Source: an optimization exercise on an open RTL-to-GDS flow (aim: small area and a short achievable clock period). Production flows keep margins and buffers that such runs may drop.
Function was checked by simulation only, so behaviour that the tests miss may differ from the original.
Power is estimated from default activity; no workload was simulated.

==> flow/design.v, too long to show whole: its modules and the start of the top module <==
// module xor2: 5 lines
// module xor3: 5 lines
// module nand2: 5 lines
// module fullAdder_1b: 12 lines
// module rca_4b: 12 lines
// module rca_16b: 12 lines
// module dff_stall: 12 lines
// module register: 26 lines
// module register2b: 12 lines
// module register3b: 13 lines
// module rf: 59 lines
// module rf_hier: 27 lines
// module controlCase: 402 lines
// module control: 40 lines
// module control_hier: 40 lines
// module rotateLeft: 28 lines
// module shiftLeft: 28 lines
// module shiftRightA: 28 lines
// module shiftRightL: 28 lines
// module barrelShifter: 26 lines
// module barrelShifter_hier: 19 lines
// module alu: 313 lines
// module branchLogic: 15 lines
// module hazard: 25 lines
// module exforward: 37 lines
// module memforward: 37 lines
// module proc: 231 lines
module proc ( 
   halt, imem_addr, dmem_addr, dmem_wdata, dmem_rd, dmem_wr,
   clk, rst, imem_data, dmem_rdata
   );
  // ...
==> flow/run.sh <==
#!/bin/bash
# synth_recipe.tcl (not shown) runs the flow's synth.tcl, then flattens the netlist and writes it again
# the make line also repeats each setting of config.mk as NAME=value (left out here)
make -C /OpenROAD-flow-scripts/flow DESIGN_CONFIG=/design/flow/config.mk WORK_HOME=/design/flow/orfs CLKGATE_MAP_FILE= SYNTH_SCRIPT=/design/flow/synth_recipe.tcl finish
==> flow/config.mk <==
export PLATFORM = sky130hd
export DESIGN_NAME = proc
export DESIGN_NICKNAME = proc
export VERILOG_FILES = /design/flow/design.v
export SDC_FILE = /design/flow/constraint.sdc
export NUM_CORES = 4
export LEC_CHECK = 0
export CAP_MARGIN = 20
export CORE_MARGIN = 2
export CORE_UTILIZATION = 40
export SLEW_MARGIN = 20
==> flow/constraint.sdc <==
create_clock -name core_clock -period 11.0 [get_ports {clk}]
set_input_delay 2.2000 -clock core_clock [delete_from_list [all_inputs] [get_ports {clk}]]
set_output_delay 2.2000 -clock core_clock [all_outputs]
set_load 0.01 [all_outputs]
==> impl_metrics.json, run 1 <==
{
  "ctsLongestPathBuffers": 3,
  "crit_path_end_kind": "register",
  "initial_core_util_pct": 40.3,
  "hold_path.class": "register to register",
  "required_ps": 11480,
  "area_share_nonclk_buffers_pct": 5.66,
  "p_sw_uw": 1080,
  "postCtsResizedCells": 0,
  "setup_tns_ps": 0,
  "yosys.area.top_type_share_pct": 33.7,
  "grt_use_met1_pct": 43.9,
  "comb.multi_input.count": 2279,
  "multiInputGateArea_mm2": 0.0146,
  "synth_flop_cell": "dfxtp_1",
  "pin_count": 85,
  "yosysMostFrequentCell": "nor2_1",
  "fin_ws_ps": 693,
  "final_nets": 3062,
  "syn2layout_area_growth_pct": 12.1,
  "syn_area_mm2": 0.0242,
  "tap_cells": 782,
  "stdcell_count": 3787,
  "firstDrtPassIters": 9,
  "row_count": 90,
  "internal-power_uw": 2700,
  "place_area_mm2": 0.0255,
  "synth_simple_gate_area_share_pct": 22.5,
  "seq_power_share_pct": 42.2,
  "fp.dieH_um": 250,
  "holdBufCountCts": 0,
  "dp_hpwl_mm": 76.7,
  "skew_ps": 71.3,
  "drc_errors": 0,
  "port_buffers": 84,
  "num_vias": 24222,
  "status": "timing/DRC/antenna clean",
  "clockPowerShare_pct": 43.8,
  "grtUsageMet2_pct": 50.7,
  "cts_tree": "built",
  "leakage_uw": 0.00970,
  "yosysTopAreaCell": "dfxtp_1",
  "synth_top_family_by_area": "compound AO/OA/AOI/OAI gates",
  "power.density_mw_per_mm2": 139
}
==> module proc, before the edit <==
module proc ( 
   halt, imem_addr, dmem_addr, dmem_wdata, dmem_rd, dmem_wr,
   clk, rst, imem_data, dmem_rdata
   );
   input clk;
   input rst;
   output [15:0] imem_addr;
   input  [15:0] imem_data;
   output [15:0] dmem_addr;
   output [15:0] dmem_wdata;
   output        dmem_rd;
   output        dmem_wr;
   input  [15:0] dmem_rdata;
   output        halt;
   wire [15:0] instr, readData, read, PC, PCBeforeHalt, ImmSExt5b, ImmSExt8b, ImmZExt5b, ImmSExt11b, ImmZExt8b, PCplus2, src2, aluout, immediate, ALUorMEMdata, jumpALUA;
   wire [15:0] jumpALUout, jumpALUmuxOut, branchOrNo, writeRegData, PCOut;
   wire [2:0] SESel;
   wire [1:0] RegDst;
   wire memwr, instrDump, memDump, cherr, memEnable, ALUSrc2, PCSrc, PCImm, MemToReg, MemDump, Jump, lt, gt, equalto, muxsel;
   wire dummyCout1, dummyCout2, writeEn;  
   wire [15:0] readData1, readData2;
   wire [2:0]  writeRegSel;
   wire idexRegWrite, idexMemwr, idexMemEnable, idexALUSrc2, idexPCImm, idexMemToReg, idexJump, idexPCSrc;
   wire [15:0] idexPCPlus2, idexInstr, idexReadData1, idexReadData2;
   wire [2:0] idexSESel;
   wire [1:0] idexRegDst;
   wire [15:0] idexImmSExt5b, idexImmZExt5b, idexImmSExt8b, idexImmZExt8b, idexImmSExt11b;
   wire hazard_or_no1, hazard_or_no2, hazard_or_no3;
   wire [15:0] ifidInstr, ifidPCplus2, PCpostMux1, PCpostMux2, PCpostMux2Layer;
   wire [15:0] layer1, layer2, layer3;
   wire exmemRegWrite, exmemMemToReg, exmemPCSrc;
   wire [1:0] exmemRegDst;
   wire [15:0] exmemReadData2, exmemAluout, exmemPCPlus2, exmemInstr;
   wire exmemMemwr, exmemMemEnable;
   wire memwbRegWrite, memwbMemToReg, memwbPCSrc, hazard_flag1, hazard_flag2, hazard_or_no2_input, ifidInstMemStall;
   wire [1:0] memwbRegDst;
   wire [15:0] memwbInstr, memwbPCPlus2, memwbReadData, memwbAluout;
   wire [15:0] idexInstrInput, ifidInstrInput, ifidPCPlus2Input;
   wire exmemALUSrc2, exmemPCImm, exmemJump;
   wire [2:0] exmemSESel, memwbSESel;
   wire memwbMemwr, memwbMemEnable, memwbALUSrc2, memwbPCImm, memwbJump, feauxhalt, ifidFeauxhalt, idexFeauxhalt, exmemFeauxhalt, memwbFeauxhalt, finalFeauxhalt;
   wire [15:0] memwbReadData2;
   wire idexFeauxhaltOutput, ifidFeauxhaltInput, isHazard, PCImmFlushStall, JumpFlushStall;
   wire [15:0] feauxhaltLayer1, feauxhaltLayer2;
   wire [15:0] ifidInstrInputFlush, idexInstrInputFlush, ifidInstrLayer1;
   wire ifidFeauxhaltInputFlush, idexFeauxhaltInputFlush, exmemMuxsel, memwbMuxsel, dataMemErr, instMemErr, instMemCacheHit, instMemRd, instMemWrite, instMemStall, instMemDone, PCSrcFlushStall;
   wire [15:0] PCPlusImmOut, ifidPCPlus2InputFlushBeforeStall, jumpALUoutStall, PCBeforeHaltRegOut;
   wire dataMemRead, dataMemWrite, dataMemStall, dataMemCacheHit, dataMemDone, instMemStall1, dataMemStall1, stuForward, stuForwardReg, stuForwardmem, stuForwardmemReg;
   wire [1:0] forwardA, forwardB, forwardAreg, forwardBreg, forwardAmem, forwardBmem, forwardAmemreg, forwardBmemreg;
   wire [15:0] ifidPCPlus2InputFlush, PCBeforeStall, PCOutReg, src1Input, src2Input; 
   rca_16b jumpAdder(.A(jumpALUA), .B(idexPCPlus2), .C_in(1'b0), .S(PCPlusImmOut), .C_out(dummyCout2));
   register ifidInstrR(.q(ifidInstr), .d(ifidInstrInputFlush), .clk(clk), .rst(rst), .enable(dataMemStall)); 
   register ifidPCR(.q(ifidPCplus2), .d(ifidPCPlus2InputFlush), .clk(clk), .rst(rst), .enable(dataMemStall));
   register pcdff(.q(PCOut), .d(PCpostMux2), .clk(clk), .rst(rst), .enable(dataMemStall));
   register jumpALUoutStallR(.q(jumpALUoutStall), .d(jumpALUout), .clk(clk), .rst(rst), .enable(dataMemStall));
   register PCBeforeHaltRegOutR(.q(PCBeforeHaltRegOut), .d(PCBeforeHalt), .clk(clk), .rst(rst), .enable(dataMemStall));
   dff_stall ifidInstMemStallR(.q(ifidInstMemStall), .d(instMemStall), .clk(clk), .rst(rst), .enable(dataMemStall));
   assign ifidFeauxhaltInput = isHazard ? 1'b0 : finalFeauxhalt;
   dff_stall ifidFeauxhaltR(.q(ifidFeauxhalt), .d(ifidFeauxhaltInputFlush), .clk(clk), .rst(rst), .enable(dataMemStall)); 
   assign ifidPCPlus2InputFlush = (instMemStall & ~muxsel) ? PCOut : ifidPCPlus2InputFlushBeforeStall;
   assign ifidPCPlus2InputFlushBeforeStall = ((idexInstr[15:11] == 5'b00111  ) | (idexInstr[15:11] == 5'b00101)   ) ? PCOut : ifidPCPlus2Input;  
   assign ifidPCPlus2Input = (Jump | PCImm) ? ifidPCplus2 : ((isHazard) ? ifidPCplus2: PCplus2);
   rca_16b PCplus2adder(.A(PCOut), .B(16'h2), .C_in(1'b0), .S(PCplus2), .C_out(dummyCout1));   
  wire [15:0] ifidInstrInputFlushLayer, ifidInstrInputBranchFlush, ifidInstrInputFlushBeforeStall;
   assign ifidInstrInputFlush = (instMemStall & ~muxsel) ? ifidInstr : ifidInstrInputFlushBeforeStall;
   assign ifidInstrInputFlushBeforeStall = ((idexPCImm == PCImm)) ? ifidInstrInputFlushLayer : 16'h0800;
   assign ifidInstrInputFlushLayer = ((idexPCImm | idexJump)) ? 16'h0800 : ((PCImm | Jump) & (ImmSExt11b != 16'b0)) ? 16'h0800 : ifidInstrInputBranchFlush; 
   assign ifidInstrInputBranchFlush = muxsel ? 16'h0800 : ifidInstrInput; 
   assign ifidFeauxhaltInputFlush = ((PCImm | Jump)) ? 1'b0 : ifidFeauxhaltInput;
   assign ifidInstrInput = (finalFeauxhalt & ~isHazard) ? 16'h0800 : feauxhaltLayer1;
   assign feauxhaltLayer1 = (finalFeauxhalt & isHazard) ? ifidInstr : feauxhaltLayer2;
   assign feauxhaltLayer2 = (~finalFeauxhalt & isHazard) ? ifidInstr : instr;
   assign imem_addr = PCOut;
   assign instr = imem_data;
   assign instMemDone = 1'b1;
   assign instMemStall = 1'b0;
   assign instMemCacheHit = 1'b1;
   assign instMemErr = 1'b0;
   assign PCBeforeHalt = ifidInstMemStall ? PCBeforeHaltRegOut : ((idexJump | idexPCImm | muxsel) ? (ifidInstMemStall ? jumpALUoutStall : jumpALUout) : ifidPCPlus2Input);  
   assign finalFeauxhalt = instMemStall | ((PCImm | Jump) | (idexPCImm | idexJump) | (muxsel) | (instr[15:11] != 5'b0)) ? 1'b0 : ((instr[15:11] == 5'b0 & ~rst & instMemDone)  ? 1'b1 : 1'b0); 
   assign halt = memwbFeauxhalt;
   assign PCpostMux1 = idexPCSrc | (forwardA != 2'b0 & PCSrc) ? PC : PCplus2; 
   assign PCpostMux2 = (instMemStall)?  PCOut : (isHazard & ~(idexJump | idexPCImm)) ? ifidPCplus2 : PCpostMux1;
   assign PCBeforeStall = (finalFeauxhalt)  ? PCOut : PCBeforeHalt;  
   assign PC = instMemStall ? ifidPCplus2 : PCBeforeStall;
  wire [1:0] RegDstStall;
  control_hier control( 
                     .err(cherr),  
                     .RegDst(RegDst),
                     .SESel(SESel),
                     .RegWrite(writeEn),
                     .DMemWrite(memwr),
                     .DMemEn(memEnable),
                     .ALUSrc2(ALUSrc2),
                     .PCSrc(PCSrc),
                     .PCImm(PCImm),
                     .MemToReg(MemToReg),
                     .DMemDump(memDump),
                     .Jump(Jump),
                     .OpCode(idexInstrInput[15:11]),
                     .Funct(idexInstrInput[1:0])
                     );
   wire writeEnFlush, MemToRegFlush, PCSrcFlush, memwrFlush, memEnableFlush, ALUSrc2Flush, PCImmFlush, JumpFlush;
   assign writeEnFlush = (muxsel | instMemStall) ? 1'b0 : writeEn;
   assign MemToRegFlush = (muxsel) ? 1'b0 : MemToReg;
   assign PCSrcFlush = (muxsel) ? 1'b0 : PCSrc;
   assign memwrFlush = (muxsel) ? 1'b0 : memwr;
   assign memEnableFlush = (muxsel) ? 1'b0 : memEnable;
   assign ALUSrc2Flush = (muxsel) ? 1'b0 : ALUSrc2; 
   assign PCImmFlush = (muxsel) ? 1'b0 : PCImm;
   assign JumpFlush = (muxsel | instMemStall) ? 1'b0 : Jump;
   assign PCSrcFlushStall = (instMemStall) ? idexPCSrc : PCSrcFlush;
   assign PCImmFlushStall = (instMemStall) ? idexPCImm : PCImmFlush;
   assign JumpFlushStall = (instMemStall) ? idexJump : JumpFlush;
   dff_stall idexRegWriteR(.q(idexRegWrite), .d(writeEnFlush), .clk(clk), .rst(rst), .enable(dataMemStall)); 
   register2b idexRegDstR(.q(idexRegDst), .d(RegDst), .clk(clk), .rst(rst), .enable(dataMemStall));  
   dff_stall idexMemToRegR(.q(idexMemToReg), .d(MemToRegFlush), .clk(clk), .rst(rst), .enable(dataMemStall)); 
   dff_stall idexPCSrcR(.q(idexPCSrc), .d(PCSrcFlushStall), .clk(clk), .rst(rst), .enable(dataMemStall)); 
   dff_stall idexMemwrR(.q(idexMemwr), .d(memwrFlush), .clk(clk), .rst(rst), .enable(dataMemStall)); 
   dff_stall idexMemEnableR(.q(idexMemEnable), .d(memEnableFlush), .clk(clk), .rst(rst), .enable(dataMemStall)); 
   dff_stall idexALUSrc2R(.q(idexALUSrc2), .d(ALUSrc2Flush), .clk(clk), .rst(rst), .enable(dataMemStall)); 
   register3b idexSESelR(.q(idexSESel), .d(SESel), .clk(clk), .rst(rst), .enable(dataMemStall));  
   dff_stall idexPCImmR(.q(idexPCImm), .d(PCImmFlushStall), .clk(clk), .rst(rst), .enable(dataMemStall)); 
   dff_stall idexJumpR(.q(idexJump), .d(JumpFlushStall), .clk(clk), .rst(rst), .enable(dataMemStall));
   assign idexInstrInput = isHazard | instMemStall ? 16'h0800 : ifidInstr;
   assign idexInstrInputFlush = (muxsel) ? 16'h0800 : idexInstrInput;  
   assign idexFeauxhaltInputFlush = ((idexJump | idexPCImm) | muxsel) ? 1'b0 : ifidFeauxhalt;
   assign ImmSExt5b = ifidInstr[4] ? {{11{1'b1}},ifidInstr[4:0]} : {{11{1'b0}},ifidInstr[4:0]};
   assign ImmZExt5b = {{11{1'b0}},ifidInstr[4:0]};
   assign ImmSExt8b = ifidInstr[7] ? {{8{1'b1}},ifidInstr[7:0]} : {{8{1'b0}},ifidInstr[7:0]};
   assign ImmZExt8b = {{8{1'b0}},ifidInstr[7:0]};
   assign ImmSExt11b = ifidInstr[10] ? {{5{1'b1}},ifidInstr[10:0]} : {{5{1'b0}},ifidInstr[10:0]};
   dff_stall idexFeauxhaltR(.q(idexFeauxhalt), .d(idexFeauxhaltInputFlush), .clk(clk), .rst(rst), .enable(dataMemStall));
   register idexPCPlus2R(.q(idexPCPlus2), .d(ifidPCplus2), .clk(clk), .rst(rst), .enable(dataMemStall));
   register idexInstrR(.q(idexInstr), .d(idexInstrInputFlush), .clk(clk), .rst(rst), .enable(dataMemStall));
   register idexImmSExt5bR(.q(idexImmSExt5b), .d(ImmSExt5b), .clk(clk), .rst(rst), .enable(dataMemStall));
   register idexImmZExt5bR(.q(idexImmZExt5b), .d(ImmZExt5b), .clk(clk), .rst(rst), .enable(dataMemStall));
   register idexImmSExt8bR(.q(idexImmSExt8b), .d(ImmSExt8b), .clk(clk), .rst(rst), .enable(dataMemStall));
   register idexImmZExt8bR(.q(idexImmZExt8b), .d(ImmZExt8b), .clk(clk), .rst(rst), .enable(dataMemStall));
   register idexImmSExt11bR(.q(idexImmSExt11b), .d(ImmSExt11b), .clk(clk), .rst(rst), .enable(dataMemStall));
   assign src2 = idexALUSrc2 ? idexReadData2 : immediate; 
   wire readAndWrite;
   wire [15:0] readData1Input, idexReadData2Out;
   rf_hier regFile(
                .readData1(readData1Input), .readData2(readData2), 
                .readReg1Sel( idexInstrInput[10:8]), .readReg2Sel(idexInstrInput[7:5]),.writeRegSel(writeRegSel), .writeData(writeRegData), .writeEn(memwbRegWrite), .enable(dataMemStall), .clk(clk), .rst(rst)
                ); 
   register idexReadData1R(.q(idexReadData1), .d(readData1), .clk(clk), .rst(rst), .enable(dataMemStall));
   register idexReadData2R(.q(idexReadData2Out), .d(readData2), .clk(clk), .rst(rst), .enable(dataMemStall));
   assign readAndWrite = ((idexInstrInput[10:8] == writeRegSel) & ~(idexInstrInput[10:8] == 3'b0) & (memwbInstr[15:13] != 3'b011) & (memwbInstr[15:11] != 5'b10000) & (memwbInstr[15:11] != 5'b00101) & (memwbInstr[15:11] != 5'b00100)) ? 1'b1: 1'b0;
   assign readData1 = readAndWrite ? memwbPCPlus2 : readData1Input;
   wire muxselOut, muxselAssign, muxselFlop;
   assign immediate = (idexSESel == 3'b000) ? idexImmZExt5b : layer1;
   assign layer1 = (idexSESel == 3'b001) ? idexImmZExt8b : layer2;
   assign layer2 = (idexSESel == 3'b010) ? idexImmSExt5b : layer3;
   assign layer3 = (idexSESel == 3'b100) ? idexImmSExt8b : idexImmSExt11b;	
   alu alu(.opcode(idexInstr[15:11]), .funct(idexInstr[1:0]), .src1(src1Input), .src2(src2Input), .lt(lt), .gt(gt), .equalto(equalto), .aluout(aluout));
   assign src1Input = (forwardAreg == 2'b10) ? exmemAluout : ((forwardAmemreg == 2'b10) ? ALUorMEMdata : idexReadData1);
   assign src2Input = (forwardBreg == 2'b10 & idexALUSrc2) ? exmemAluout : ((forwardBmemreg == 2'b10) ? ALUorMEMdata : src2); 
  branchLogic bL(.equalto(equalto), .lt(lt), .gt(gt), .opcode(idexInstr[15:11]), .muxsel(muxselOut));
   dff_stall muxselR(.q(muxselFlop), .d(muxselAssign), .clk(clk), .rst(rst), .enable(dataMemStall));
   assign muxsel = muxselFlop | muxselOut;
   assign muxselAssign = ((muxselOut & instMemStall) | (instMemStall & muxselFlop));
   assign jumpALUA = idexPCImm ? idexImmSExt11b : branchOrNo;
   assign jumpALUout = (idexJump) ? aluout : PCPlusImmOut;
   assign branchOrNo = muxsel ? idexImmSExt8b : 16'b0;
    assign idexReadData2 = stuForwardReg ? exmemAluout : ((stuForwardmemReg) ? ALUorMEMdata : idexReadData2Out);
   dff_stall exmemRegWriteR(.q(exmemRegWrite), .d(idexRegWrite), .clk(clk), .rst(rst), .enable(dataMemStall)); 
   register2b exmemRegDstR(.q(exmemRegDst), .d(idexRegDst), .clk(clk), .rst(rst), .enable(dataMemStall));  
   dff_stall exmemMemToRegR(.q(exmemMemToReg), .d(idexMemToReg), .clk(clk), .rst(rst), .enable(dataMemStall)); 
   dff_stall exmemPCSrcR(.q(exmemPCSrc), .d(idexPCSrc), .clk(clk), .rst(rst), .enable(dataMemStall)); 
   dff_stall exmemMemwrR(.q(exmemMemwr), .d(idexMemwr), .clk(clk), .rst(rst), .enable(dataMemStall)); 
   dff_stall exmemMemEnableR(.q(exmemMemEnable), .d(idexMemEnable), .clk(clk), .rst(rst), .enable(dataMemStall)); 
   dff_stall exmemALUSrc2R(.q(exmemALUSrc2), .d(idexALUSrc2), .clk(clk), .rst(rst), .enable(dataMemStall)); 
   register3b exmemSESelR(.q(exmemSESel), .d(idexSESel), .clk(clk), .rst(rst), .enable(dataMemStall));  
   dff_stall exmemPCImmR(.q(exmemPCImm), .d(idexPCImm), .clk(clk), .rst(rst), .enable(dataMemStall)); 
   dff_stall exmemJumpR(.q(exmemJump), .d(idexJump), .clk(clk), .rst(rst), .enable(dataMemStall));
   register exmemReadData2R(.q(exmemReadData2), .d(idexReadData2), .clk(clk), .rst(rst), .enable(dataMemStall));
   register exmemAluoutR(.q(exmemAluout), .d(aluout), .clk(clk), .rst(rst), .enable(dataMemStall));
   register exmemInstrR(.q(exmemInstr), .d(idexInstr), .clk(clk), .rst(rst), .enable(dataMemStall));
   register exmemPCPlus2R(.q(exmemPCPlus2), .d(idexPCPlus2), .clk(clk), .rst(rst), .enable(dataMemStall));
   dff_stall exmemFeauxhaltR(.q(exmemFeauxhalt), .d(idexFeauxhalt), .clk(clk), .rst(rst), .enable(dataMemStall));
   assign dataMemRead = ~exmemMemwr & exmemMemEnable;
   assign dataMemWrite = exmemMemwr & exmemMemEnable;
   assign dmem_addr = exmemAluout;
   assign dmem_wdata = exmemReadData2;
   assign dmem_rd = dataMemRead;
   assign dmem_wr = dataMemWrite;
   assign readData = dmem_rdata;
   assign dataMemDone = 1'b1;
   assign dataMemStall = 1'b0;
   assign dataMemCacheHit = 1'b1;
   assign dataMemErr = 1'b0;
   wire ldStall;
   wire [15:0] hazCheckInstr = muxsel ? 16'h0800 : ifidInstr;
   hazard hazard_memwb(.muxselA(muxsel), .muxselB(exmemMuxsel), .regWriteEn(memwbRegWrite), .regdst_dec(RegDst),  .regdst_hazard(memwbRegDst), .instr_hazard(memwbInstr), .instr_dec(ifidInstr), .checkInstr(hazCheckInstr), .checkInstr1(16'h0800), .hazard_or_no(hazard_or_no1), .rst(rst), .clk(clk));
   register2b forwardAR(.q(forwardAreg), .d(forwardA), .clk(clk), .rst(rst), .enable(dataMemStall));  
   register2b forwardBR(.q(forwardBreg), .d(forwardB), .clk(clk), .rst(rst), .enable(dataMemStall));  
   register2b forwardAmemR(.q(forwardAmemreg), .d(forwardAmem), .clk(clk), .rst(rst), .enable(dataMemStall));  
   register2b forwardBmemR(.q(forwardBmemreg), .d(forwardBmem), .clk(clk), .rst(rst), .enable(dataMemStall));  
   dff_stall stuForwardR(.q(stuForwardReg), .d(stuForward), .clk(clk), .rst(rst), .enable(dataMemStall));
   dff_stall stuForwardmemR(.q(stuForwardmemReg), .d(stuForwardmem), .clk(clk), .rst(rst), .enable(dataMemStall));
   exforward exforwardR(.muxselB(exmemMuxsel), .regWriteEn(idexRegWrite), .regdst_hazard(idexRegDst), .instr_hazard(idexInstr), .instr_dec(ifidInstr), .checkInstr(idexInstrInputFlush), .forwardAlogic(forwardA), .forwardBlogic(forwardB), .stuForward(stuForward), .ldStall(ldStall), .clk(clk), .rst(rst));
   memforward memforwardR(.regWriteEn(exmemRegWrite), .regdst_hazard(exmemRegDst), .instr_hazard(exmemInstr), .instr_dec(ifidInstr), .forwardAlogic(forwardAmem), .forwardBlogic(forwardBmem), .stuForward(stuForwardmem), .clk(clk), .rst(rst));
   assign isHazard = (hazard_or_no1 | ldStall) ? 1'b1 : 1'b0;
   dff_stall memwbRegWriteR(.q(memwbRegWrite), .d(exmemRegWrite), .clk(clk), .rst(rst), .enable(dataMemStall)); 
   register2b memwbRegDstR(.q(memwbRegDst), .d(exmemRegDst), .clk(clk), .rst(rst), .enable(dataMemStall));  
   dff_stall memwbMemToRegR(.q(memwbMemToReg), .d(exmemMemToReg), .clk(clk), .rst(rst), .enable(dataMemStall)); 
   dff_stall memwbPCSrcR(.q(memwbPCSrc), .d(exmemPCSrc), .clk(clk), .rst(rst), .enable(dataMemStall)); 
   register memwbReadDataR(.q(memwbReadData), .d(readData), .clk(clk), .rst(rst), .enable(dataMemStall));
   register memwbAluoutR(.q(memwbAluout), .d(exmemAluout), .clk(clk), .rst(rst), .enable(dataMemStall));
   register memwbInstrR(.q(memwbInstr), .d(exmemInstr), .clk(clk), .rst(rst), .enable(dataMemStall));
   register memwbPCPlus2R(.q(memwbPCPlus2), .d(exmemPCPlus2), .clk(clk), .rst(rst), .enable(dataMemStall));
   register memwbReadData2R(.q(memwbReadData2), .d(exmemReadData2), .clk(clk), .rst(rst), .enable(dataMemStall));
   dff_stall memwbMemwrR(.q(memwbMemwr), .d(exmemMemwr), .clk(clk), .rst(rst), .enable(dataMemStall)); 
   dff_stall memwbMemEnableR(.q(memwbMemEnable), .d(exmemMemEnable), .clk(clk), .rst(rst), .enable(dataMemStall)); 
   dff_stall memwbALUSrc2R(.q(memwbALUSrc2), .d(exmemALUSrc2), .clk(clk), .rst(rst), .enable(dataMemStall)); 
   register3b memwbSESelR(.q(memwbSESel), .d(exmemSESel), .clk(clk), .rst(rst), .enable(dataMemStall));  
   dff_stall memwbPCImmR(.q(memwbPCImm), .d(exmemPCImm), .clk(clk), .rst(rst), .enable(dataMemStall)); 
   dff_stall memwbJumpR(.q(memwbJump), .d(exmemJump), .clk(clk), .rst(rst), .enable(dataMemStall));
   dff_stall exmemMuxselR(.q(exmemMuxsel), .d(muxsel), .clk(clk), .rst(rst), .enable(dataMemStall)); 
   dff_stall memwbMuxselR(.q(memwbMuxsel), .d(exmemMuxsel), .clk(clk), .rst(rst), .enable(dataMemStall));
   dff_stall memwbFeauxhaltR(.q(memwbFeauxhalt), .d(exmemFeauxhalt), .clk(clk), .rst(rst), .enable(dataMemStall));
   dff_stall finalFeauxhaltR(.q(feauxhalt), .d(finalFeauxhalt), .clk(clk), .rst(rst), .enable(dataMemStall));
   assign ALUorMEMdata = memwbMemToReg ? memwbReadData : memwbAluout;
   assign writeRegData = (memwbRegDst == 2'b11) ? memwbPCPlus2 : ALUorMEMdata;
   assign writeRegSel = (memwbRegDst == 2'b00) ? memwbInstr[4:2] :
			((memwbRegDst == 2'b01) ? memwbInstr[7:5] :
		        ((memwbRegDst == 2'b10) ? memwbInstr[10:8] :
			  3'b111));
endmodule  
==> run 2, diff against run 1 <==
==> flow/design.v (replaced) <==
module proc ( 
   halt, imem_addr, dmem_addr, dmem_wdata, dmem_rd, dmem_wr,
   clk, rst, imem_data, dmem_rdata
   );
   input clk;
   input rst;
   output [15:0] imem_addr;
   input  [15:0] imem_data;
   output [15:0] dmem_addr;
   output [15:0] dmem_wdata;
   output        dmem_rd;
   output        dmem_wr;
   input  [15:0] dmem_rdata;
   output        halt;
   localparam [15:0] NOP = 16'h0800;
   reg [15:0] pc, if_ins, if_pc2;
   reg        if_halt;
   reg [4:0]  ex_op;
   reg [1:0]  ex_fn;
   reg [2:0]  ex_dst;
   reg        ex_fwd, ex_m2r, ex_pcsrc, ex_rd, ex_wr, ex_src2, ex_pcimm, ex_jump, ex_halt, ex_link;
   reg [15:0] ex_pc2, ex_imm, ex_rd1, ex_rd2;
   reg        fA, fB, fAm, fBm, sF, sFm;
   reg [15:0] mem_alu, mem_rd2, mem_pc2;
   reg [2:0]  mem_dst;
   reg        mem_fwd, mem_jal, mem_nstu, mem_nraw, mem_link, mem_m2r, mem_rd, mem_wr, mem_halt, mem_bt;
   reg [15:0] wb_data, wb_pc2;
   reg [2:0]  wb_dst;
   reg        wb_fwd, wb_jal, wb_nraw, wb_link, wb_halt;
   reg [15:0] r0, r1, r2, r3, r4, r5, r6, r7;
   wire [15:0] I = if_ins;
   wire [4:0]  iop = I[15:11];
   reg        c_we, c_pcsrc, c_src2, c_pcimm, c_jump;
   reg [1:0]  c_rdst;
   reg [2:0]  c_sesel;
   always @* begin
      c_we = 1'b0; c_pcsrc = 1'b0; c_src2 = 1'b0; c_pcimm = 1'b0; c_jump = 1'b0;
      c_rdst = 2'b00; c_sesel = 3'b000;
      casez (iop)
        5'b01000, 5'b01001: begin c_rdst = 2'b01; c_sesel = 3'b010; c_we = 1'b1; end
        5'b01010, 5'b01011, 5'b101??: begin c_rdst = 2'b01; c_we = 1'b1; end
        5'b10000: begin c_sesel = 3'b010; end
        5'b10001: begin c_rdst = 2'b01; c_sesel = 3'b010; c_we = 1'b1; end
        5'b10011: begin c_rdst = 2'b10; c_sesel = 3'b010; c_we = 1'b1; end
        5'b11001: begin c_sesel = 3'b010; c_we = 1'b1; end
        5'b1101?, 5'b111??: begin c_we = 1'b1; c_src2 = 1'b1; end
        5'b011??: begin c_pcsrc = 1'b1; c_sesel = 3'b100; end
        5'b11000, 5'b10010: begin c_rdst = 2'b10; c_sesel = 3'b100; c_we = 1'b1; end
        5'b00100: begin c_pcsrc = 1'b1; c_sesel = 3'b110; c_pcimm = 1'b1; end
        5'b00101: begin c_pcsrc = 1'b1; c_sesel = 3'b100; c_jump = 1'b1; end
        5'b00110: begin c_rdst = 2'b11; c_pcsrc = 1'b1; c_sesel = 3'b110; c_we = 1'b1; c_pcimm = 1'b1; end
        5'b00111: begin c_rdst = 2'b11; c_pcsrc = 1'b1; c_sesel = 3'b100; c_we = 1'b1; c_jump = 1'b1; end
        5'b00010: begin c_rdst = 2'b01; end
        default: ;
      endcase
   end
   reg [15:0] imm;
   always @* begin
      case (c_sesel)
        3'b000:  imm = {11'b0, I[4:0]};
        3'b001:  imm = {8'b0, I[7:0]};
        3'b010:  imm = {{11{I[4]}}, I[4:0]};
        3'b100:  imm = {{8{I[7]}}, I[7:0]};
        default: imm = {{5{I[10]}}, I[10:0]};
      endcase
   end
   reg [2:0] dst_u;
   always @* begin
      case (c_rdst)
        2'b00: dst_u = I[4:2];
        2'b01: dst_u = I[7:5];
        2'b10: dst_u = I[10:8];
        default: dst_u = 3'b111;
      endcase
   end
   wire [15:0] rd2f  = sF ? mem_alu : (sFm ? wb_data : ex_rd2);
   wire [15:0] s2pre = ex_src2 ? rd2f : ex_imm;
   wire [15:0] a     = fA ? mem_alu : (fAm ? wb_data : ex_rd1);
   wire [15:0] b     = (fB & ex_src2) ? mem_alu : (fBm ? wb_data : s2pre);
   wire op_rr   = ex_op == 5'b11011;
   wire op_rs   = ex_op == 5'b11010;
   wire is_sub  = (ex_op == 5'b01000) | (op_rr & ex_fn == 2'b01);
   wire is_slt  = ex_op == 5'b11101;
   wire is_sle  = ex_op == 5'b11110;
   wire is_add  = (ex_op == 5'b01001) | (ex_op == 5'b10000) | (ex_op == 5'b10001) | (ex_op == 5'b10011) |
                  (ex_op == 5'b00101) | (ex_op == 5'b00111) | (op_rr & ex_fn == 2'b00);
   wire is_andn = (ex_op == 5'b01010) | (op_rr & ex_fn == 2'b11);
   wire is_xor  = (ex_op == 5'b01011) | (op_rr & ex_fn == 2'b10);
   wire is_sh   = (ex_op[4:2] == 3'b101) | op_rs;
   wire [1:0] shty = op_rs ? ex_fn : ex_op[1:0];
   wire is_btr  = ex_op == 5'b11001;
   wire is_seq  = ex_op == 5'b11100;
   wire is_sco  = ex_op == 5'b11111;
   wire is_lbi  = ex_op == 5'b11000;
   wire is_slbi = ex_op == 5'b10010;
   wire [15:0] addA = is_sub ? ~a : a;
   wire [15:0] addB = (is_slt | is_sle) ? ~b : b;
   wire        cin  = is_sub | is_slt;
   wire [16:0] sum  = {1'b0, addA} + {1'b0, addB} + {16'b0, cin};
   wire        lt   = (a[15] == b[15]) ? sum[15] : (a[15] & ~b[15]);
   wire [3:0]  cnt   = b[3:0];
   wire        right = shty[1];
   wire [3:0]  amt   = right ? (4'd0 - cnt) : cnt;
   wire [31:0] dbl   = {a, a} << amt;
   wire [15:0] rot   = dbl[31:16];
   wire [15:0] ones  = 16'hffff;
   wire [15:0] mskl  = ones << cnt;
   wire [15:0] mskr  = ones >> cnt;
   wire [15:0] shres = rot & (shty == 2'b01 ? mskl : (shty == 2'b11 ? mskr : ones));
   wire [15:0] btr;
   genvar gi;
   generate for (gi = 0; gi < 16; gi = gi + 1) begin : g_btr
      assign btr[gi] = a[15-gi];
   end endgenerate
   wire [15:0] aluout =
        ({16{is_add | is_sub}} & sum[15:0]) |
        ({16{is_andn}} & (a & ~b)) |
        ({16{is_xor}}  & (a ^ b)) |
        ({16{is_sh}}   & shres) |
        ({16{is_btr}}  & btr) |
        ({16{is_lbi}}  & b) |
        ({16{is_slbi}} & {a[7:0], b[7:0]}) |
        {15'b0, (is_seq & (a == b)) | ((is_slt | is_sle) & lt) | (is_sco & sum[16])};
   wire a_zero = (a == 16'b0);
   reg  bcond;
   always @* begin
      case (ex_op[1:0])
        2'b00: bcond = ~a_zero;
        2'b01: bcond = a_zero;
        2'b10: bcond = a[15];
        default: bcond = ~a[15];
      endcase
   end
   wire muxsel = (ex_op[4:2] == 3'b011) & bcond;
   wire [15:0] target = ex_pc2 + ex_imm;
   wire hz_jal = wb_jal & (iop == 5'b10000) & (I[7:5] == 3'b111);
   wire hz_wb  = (iop != 5'b00001) & ~muxsel & wb_fwd & ((wb_dst == I[10:8]) | (wb_dst == I[7:5]));
   wire ld_stall = (ex_op == 5'b10001) & ((ex_dst == I[7:5]) | (ex_dst == I[10:8]));
   wire isHazard = hz_jal | hz_wb | ld_stall;
   wire flush    = muxsel | isHazard;
   wire bubble_chk = muxsel | isHazard | (iop == 5'b00001);
   wire ex_kill    = mem_bt & bubble_chk;
   wire is_st      = (iop == 5'b10000) | (iop == 5'b10011);
   wire fA_d  = (iop != 5'b11000) & ~ex_kill & ex_fwd & (ex_dst == I[10:8]);
   wire fB_d  = (I[15:14] == 2'b11) & (iop != 5'b11000) & (iop != 5'b11001) & ~ex_kill & ex_fwd & (ex_dst == I[7:5]);
   wire sF_d  = is_st & (ex_dst == I[7:5]) & (ex_op != 5'b10000) & (ex_op != 5'b10001) & (ex_op != 5'b00001);
   wire fAm_d = (iop != 5'b11000) & mem_fwd & (mem_dst == I[10:8]);
   wire fBm_d = (I[15:14] == 2'b11) & (iop != 5'b11000) & mem_fwd & (mem_dst == I[7:5]);
   wire sFm_d = is_st & (mem_dst == I[7:5]) & ~mem_nstu;
   reg [15:0] rf_a, rf_b;
   always @* begin
      case (I[10:8])
        3'd0: rf_a = r0; 3'd1: rf_a = r1; 3'd2: rf_a = r2; 3'd3: rf_a = r3;
        3'd4: rf_a = r4; 3'd5: rf_a = r5; 3'd6: rf_a = r6; default: rf_a = r7;
      endcase
      case (I[7:5])
        3'd0: rf_b = r0; 3'd1: rf_b = r1; 3'd2: rf_b = r2; 3'd3: rf_b = r3;
        3'd4: rf_b = r4; 3'd5: rf_b = r5; 3'd6: rf_b = r6; default: rf_b = r7;
      endcase
   end
   wire raw = (I[10:8] == wb_dst) & (I[10:8] != 3'b000) & ~wb_nraw;
   wire [15:0] rd1_d = raw ? wb_pc2 : rf_a;
   wire [15:0] pcp2 = pc + 16'd2;
   wire pcimm_u = ~isHazard & c_pcimm;
   wire jump_u  = ~isHazard & c_jump;
   wire pcsrc_u = ~isHazard & c_pcsrc;
   wire fF = ~pcimm_u & ~jump_u & ~ex_pcimm & ~ex_jump & ~muxsel & (imem_data[15:11] == 5'b00000);
   wire [15:0] ifpc_in  = (c_jump | c_pcimm | isHazard) ? if_pc2 : pcp2;
   wire [15:0] jmp_out  = ex_jump ? sum[15:0] : target;
   wire        redirect = ex_jump | ex_pcimm | muxsel;
   wire [15:0] pc_bh    = redirect ? jmp_out : ifpc_in;
   wire [15:0] pc_sel   = fF ? pc : pc_bh;
   wire [15:0] pc_m1    = (ex_pcsrc | (fA_d & pcsrc_u)) ? pc_sel : pcp2;
   wire [15:0] pc_d     = (isHazard & ~(ex_jump | ex_pcimm)) ? if_pc2 : pc_m1;
   wire [15:0] if_pc2_d = ((ex_op == 5'b00111) | (ex_op == 5'b00101)) ? pc : ifpc_in;
   wire [15:0] if_in0   = (fF & ~isHazard) ? NOP : (isHazard ? I : imem_data);
   wire        if_kill  = (ex_pcimm | ex_jump) | ((pcimm_u | jump_u) & (I[10:0] != 11'b0)) | muxsel |
                          (ex_pcimm != pcimm_u);
   wire [15:0] if_ins_d = if_kill ? NOP : if_in0;
   wire        if_halt_d = ~isHazard & fF;
   wire        rf_we = wb_fwd | wb_jal;
   wire [15:0] rf_wd = wb_link ? wb_pc2 : wb_data;
   always @(posedge clk) begin
      if (rst) begin
         pc <= 16'b0; if_ins <= 16'b0; if_pc2 <= 16'b0; if_halt <= 1'b0;
         ex_op <= 5'b0; ex_fn <= 2'b0; ex_dst <= 3'b0;
         ex_fwd <= 1'b0; ex_m2r <= 1'b0; ex_pcsrc <= 1'b0; ex_rd <= 1'b0; ex_wr <= 1'b0;
         ex_src2 <= 1'b0; ex_pcimm <= 1'b0; ex_jump <= 1'b0; ex_halt <= 1'b0; ex_link <= 1'b0;
         ex_pc2 <= 16'b0; ex_imm <= 16'b0; ex_rd1 <= 16'b0; ex_rd2 <= 16'b0;
         fA <= 1'b0; fB <= 1'b0; fAm <= 1'b0; fBm <= 1'b0; sF <= 1'b0; sFm <= 1'b0;
         mem_alu <= 16'b0; mem_rd2 <= 16'b0; mem_pc2 <= 16'b0; mem_dst <= 3'b0;
         mem_fwd <= 1'b0; mem_jal <= 1'b0; mem_nstu <= 1'b0; mem_nraw <= 1'b0; mem_link <= 1'b0;
         mem_m2r <= 1'b0; mem_rd <= 1'b0; mem_wr <= 1'b0; mem_halt <= 1'b0; mem_bt <= 1'b0;
         wb_data <= 16'b0; wb_pc2 <= 16'b0; wb_dst <= 3'b0;
         wb_fwd <= 1'b0; wb_jal <= 1'b0; wb_nraw <= 1'b0; wb_link <= 1'b0; wb_halt <= 1'b0;
         r0 <= 16'b0; r1 <= 16'b0; r2 <= 16'b0; r3 <= 16'b0;
         r4 <= 16'b0; r5 <= 16'b0; r6 <= 16'b0; r7 <= 16'b0;
      end else begin
         pc      <= pc_d;
         if_ins  <= if_ins_d;
         if_pc2  <= if_pc2_d;
         if_halt <= if_halt_d;
         ex_op    <= flush ? 5'b00001 : iop;
         ex_fn    <= flush ? 2'b00 : I[1:0];
         ex_dst   <= flush ? ((~isHazard & c_rdst == 2'b11) ? 3'b111 : 3'b000) : dst_u;
         ex_fwd   <= ~flush & c_we & (iop != 5'b00110);
         ex_m2r   <= ~flush & (iop == 5'b10001);
         ex_pcsrc <= ~flush & c_pcsrc;
         ex_rd    <= ~flush & (iop == 5'b10001);
         ex_wr    <= ~flush & is_st;
         ex_src2  <= ~flush & c_src2;
         ex_pcimm <= ~flush & c_pcimm;
         ex_jump  <= ~flush & c_jump;
         ex_halt  <= ~redirect & if_halt;
         ex_link  <= ~isHazard & (c_rdst == 2'b11);
         ex_pc2   <= if_pc2;
         ex_imm   <= imm;
         ex_rd1   <= rd1_d;
         ex_rd2   <= rf_b;
         fA <= fA_d; fB <= fB_d; fAm <= fAm_d; fBm <= fBm_d; sF <= sF_d; sFm <= sFm_d;
         mem_alu  <= aluout;
         mem_rd2  <= rd2f;
         mem_pc2  <= ex_pc2;
         mem_dst  <= ex_dst;
         mem_fwd  <= ex_fwd;
         mem_jal  <= ex_op == 5'b00110;
         mem_nstu <= (ex_op == 5'b10000) | (ex_op == 5'b00001);
         mem_nraw <= (ex_op[4:2] == 3'b011) | (ex_op == 5'b10000) | (ex_op == 5'b00101) | (ex_op == 5'b00100);
         mem_link <= ex_link;
         mem_m2r  <= ex_m2r;
         mem_rd   <= ex_rd;
         mem_wr   <= ex_wr;
         mem_halt <= ex_halt;
         mem_bt   <= muxsel;
         wb_data  <= mem_m2r ? dmem_rdata : mem_alu;
         wb_pc2   <= mem_pc2;
         wb_dst   <= mem_dst;
         wb_fwd   <= mem_fwd;
         wb_jal   <= mem_jal;
         wb_nraw  <= mem_nraw;
         wb_link  <= mem_link;
         wb_halt  <= mem_halt;
         if (rf_we & (wb_dst == 3'd0)) r0 <= rf_wd;
         if (rf_we & (wb_dst == 3'd1)) r1 <= rf_wd;
         if (rf_we & (wb_dst == 3'd2)) r2 <= rf_wd;
         if (rf_we & (wb_dst == 3'd3)) r3 <= rf_wd;
         if (rf_we & (wb_dst == 3'd4)) r4 <= rf_wd;
         if (rf_we & (wb_dst == 3'd5)) r5 <= rf_wd;
         if (rf_we & (wb_dst == 3'd6)) r6 <= rf_wd;
         if (rf_we & (wb_dst == 3'd7)) r7 <= rf_wd;
      end
   end
   assign imem_addr  = pc;
   assign dmem_addr  = mem_alu;
   assign dmem_wdata = mem_rd2;
   assign dmem_rd    = mem_rd;
   assign dmem_wr    = mem_wr;
   assign halt       = wb_halt;
endmodule
==> run 2 against run 1 <==
- still clean on timing, DRC and antenna
- global-route usage fell by 5.8 points
- register-to-register slack improved by 4700 ps
- wire length fell by 34%
- worst setup slack improved by 4700 ps
- clock skew fell by 42 ps
- die area fell by 18%
- largest cell class unchanged
- largest power group unchanged
==> impl_metrics.json, run 2 <==
{
  "status": "timing/DRC/antenna clean",
  "fillCellCount": 4724,
  "syn_area_per_cell_um2": 8.26,
  "crit_buf_inv": 2,
  "ys_top_cells_by_count": "dfxtp_1, nor2_1, nand2_1",
  "max_clock_freq_mhz": 180,
  "viasPerCell": 5.88,
  "crit_fanout": 29,
  "drive_above_1_share_pct": 8.42,
  "die_x_um": 227,
  "fin_ws_ps": 5440,
  "path_class": "register to register",
  "ys_warn_count": 1,
  "drc_errors": 0,
  "cts_tree": "built",
  "root_buffer": "clkbuf_16",
  "synth_cell_types": 78,
  "final_nets": 2477,
  "crit_arrival_ps": 6020,
  "crit_family": "compound AO/OA/AOI/OAI gates",
  "r2r-end": "mem_alu[14]",
  "drt_iter0_markers": 1911,
  "h-tree-depth": 2,
  "dp_hpwl_mm": 50.0,
  "gr-total-overflow": 0,
  "setup_tns_ps": 0,
  "yosys-top-cells-area": "dfxtp_1, mux2i_1, nor2_1",
  "cts_made_buffers": 42,
  "fin_crit_ps": 5560,
  "reg2reg_slack_ps": 5440,
  "die_area_mm2": 0.0515,
  "postCtsSetupBuffers": 0,
  "start_kind": "register",
  "ant_nets": 0,
  "min_path_cells": 1,
  "num_vias": 18147,
  "ff2ff_path_depth": 19,
  "synth_cells": 2407,
  "tightestPinTransition_ps": 1130,
  "maxCapViolCount": 0,
  "grt_pass1_vias": 16986,
  "min_to": "wb_pc2[15]",
  "core_area_mm2": 0.0490,
  "cts.sinks": 361,
  "firstDrtPassIters": 6,
  "leakage_uw": 0.00767,
  "critPathSlowestCell": "dfxtp_1",
  "critPathLaunch": "ex_src2",
  "path_clk_slew_ps": 60,
  "wirelength_mm": 71.2,
  "slew_violations": 0,
  "worstHoldStart": "mem_pc2[15]",
  "postCtsResizedCells": 0,
  "crit_path_end_kind": "register",
  "yosys.area.top_type_share_pct": 36.4,
  "final_common_cell": "dfxtp_1",
  "skew_ps": 29.1,
  "ctsLongestPathBuffers": 3,
  "setup_viol": 0,
  "pre_cts_slack_ps": 5600,
  "fp.dieH_um": 227,
  "pin_count": 85,
  "grt_usage_pct": 27.5,
  "yosysMostFrequentCell": "dfxtp_1",
  "syn2layout_area_growth_pct": 14.4,
  "r2r-start": "ex_src2",
  "gp_congestion": 0.954,
  "port_buffers": 84,
  "p_total_uw": 3440,
  "required_ps": 11460,
  "postLayoutCellArea_mm2": 0.0227,
  "antenna_cells": 0,
  "synth_nets": 2495,
  "place_area_mm2": 0.0212,
  "synth_edf_count": 0,
  "slew-limit-headroom_pct": 24.8,
  "peakVddDrop_mv": 0.115,
  "hold_path.class": "register to register",
  "wire_per_inst_um": 23.1,
  "power.density_mw_per_mm2": 151,
  "synth-seq-cells": 361,
  "critPathMaxStageDelay_ps": 940,
  "async_reset_ff_share_pct": 0,
  "holdBufCountCts": 0,
  "row_count": 81,
  "synth_flop_cell": "dfxtp_1",
  "rsz0062_at_grt": "no",
  "syn_area_mm2": 0.0199,
  "grt_pass1_wl_mm": 108,
  "worstSkewPairLatency_ps": 590,
  "yosysTopAreaCell": "dfxtp_1",
  "initial_core_util_pct": 40.6,
  "post-route-period-util_pct": 50.6,
  "antenna_found_initial": 2,
  "synth_seq_area_share_pct": 36.4,
  "hold_violations": 0,
  "mostFrequentLayoutCells": "dfxtp_1, nor2_1, nand2_1",
  "grt_max_degree": 96,
  "crit_chain": "and2_1 -> a21oi_1 -> a22oi_1 -> buf_4 -> xnor2_1 -> fa_1 -> inv_1 -> fa_1 -> nor2b_1 -> o21ai_0 -> a21boi_0 -> o31ai_1 -> o21bai_1 -> o41ai_1 -> o21a_1 -> xnor2_1 -> nand2_1 -> o2111ai_1 -> o21ba_2"
}
==> run 2: worst max-delay path by stage <==
stage,end,slack [ps],cells after the start
4_1_cts,mem_alu[14],5570,19
5_1_grt,mem_alu[14],5040,19
6_report,mem_alu[14],5440,19
2_1_floorplan,mem_alu[14],6340,19
3_3_place_gp,mem_alu[14],5690,19
3_5_place_dp,mem_alu[14],5600,19
==> run 2: cells by family after synthesis <==
kind of cell	Yosys count	share of synthesized area [%]
AOI/OAI and AO/OA	671	22.3
xor gates and xnor gates	89	3.92
adders and majority gates	55	3.56
buffers and inverters	216	4.27
DFF	361	36.4
muxes	192	10.7
and+or+nand+nor	823	19.0
==> run 2: metal layers <==
| metal | GRT usage [%] | wire [um] |
|---|---|---|
| met5 | 0 | 0 |
| met4 | 9.00 | 2230 |
| met3 | 4.34 | 5030 |
| met2 | 44.0 | 32200 |
| met1 | 37.9 | 31700 |
==> run 2: area by class of cell <==
class	count	area, um^2	share of cell area, %
sequential	361	7230	31.8
timing repair buffer	116	1090	4.78
clock inverter	21	329	1.45
tap	664	831	3.65
inverter	38	143	0.627
multi-input combinational	1830	11900	52.4
clock buffer	57	1200	5.27
==> run 2: per-stage QoR <==
stage                     std cells  hold slack (ps)  utilization, %
after floorplan                2407              375               -
after global placement         3009              410            43.3
after detailed placement       3009              405            43.3
after CTS                      3087              425            46.5
after global routing           3087              456            46.5
final                          3087              426            46.5
==> run 2: power by group <==
group,switching (uW),internal [uW]
registers,54.9,1350
clock network,605,935
logic,318,177
total,978,2460

## static timing again, ports no longer ideal
No port has a modelled driver above. Below, the same layouts with a new extraction and two added sets of constraints.
Step 1 assumes that a clkbuf_16 drives the clock port and a buf_2 every other input.
Step 2 also shifts input and output timing later by t, the mid clock arrival at the registers, as if the neighbouring blocks saw the same clock.
a / b / c = no drivers / after step 1 / after step 2; a / b = the first two.
run	t, ns	slack for setup (ns)	clock arrival spread, ns
run 1	0.654	0.693 / 0.693 / 0.693	0.071 / 0.071
run 2	0.637	5.439 / 5.439 / 5.439	0.029 / 0.029
After both steps every run listed still meets setup and hold.
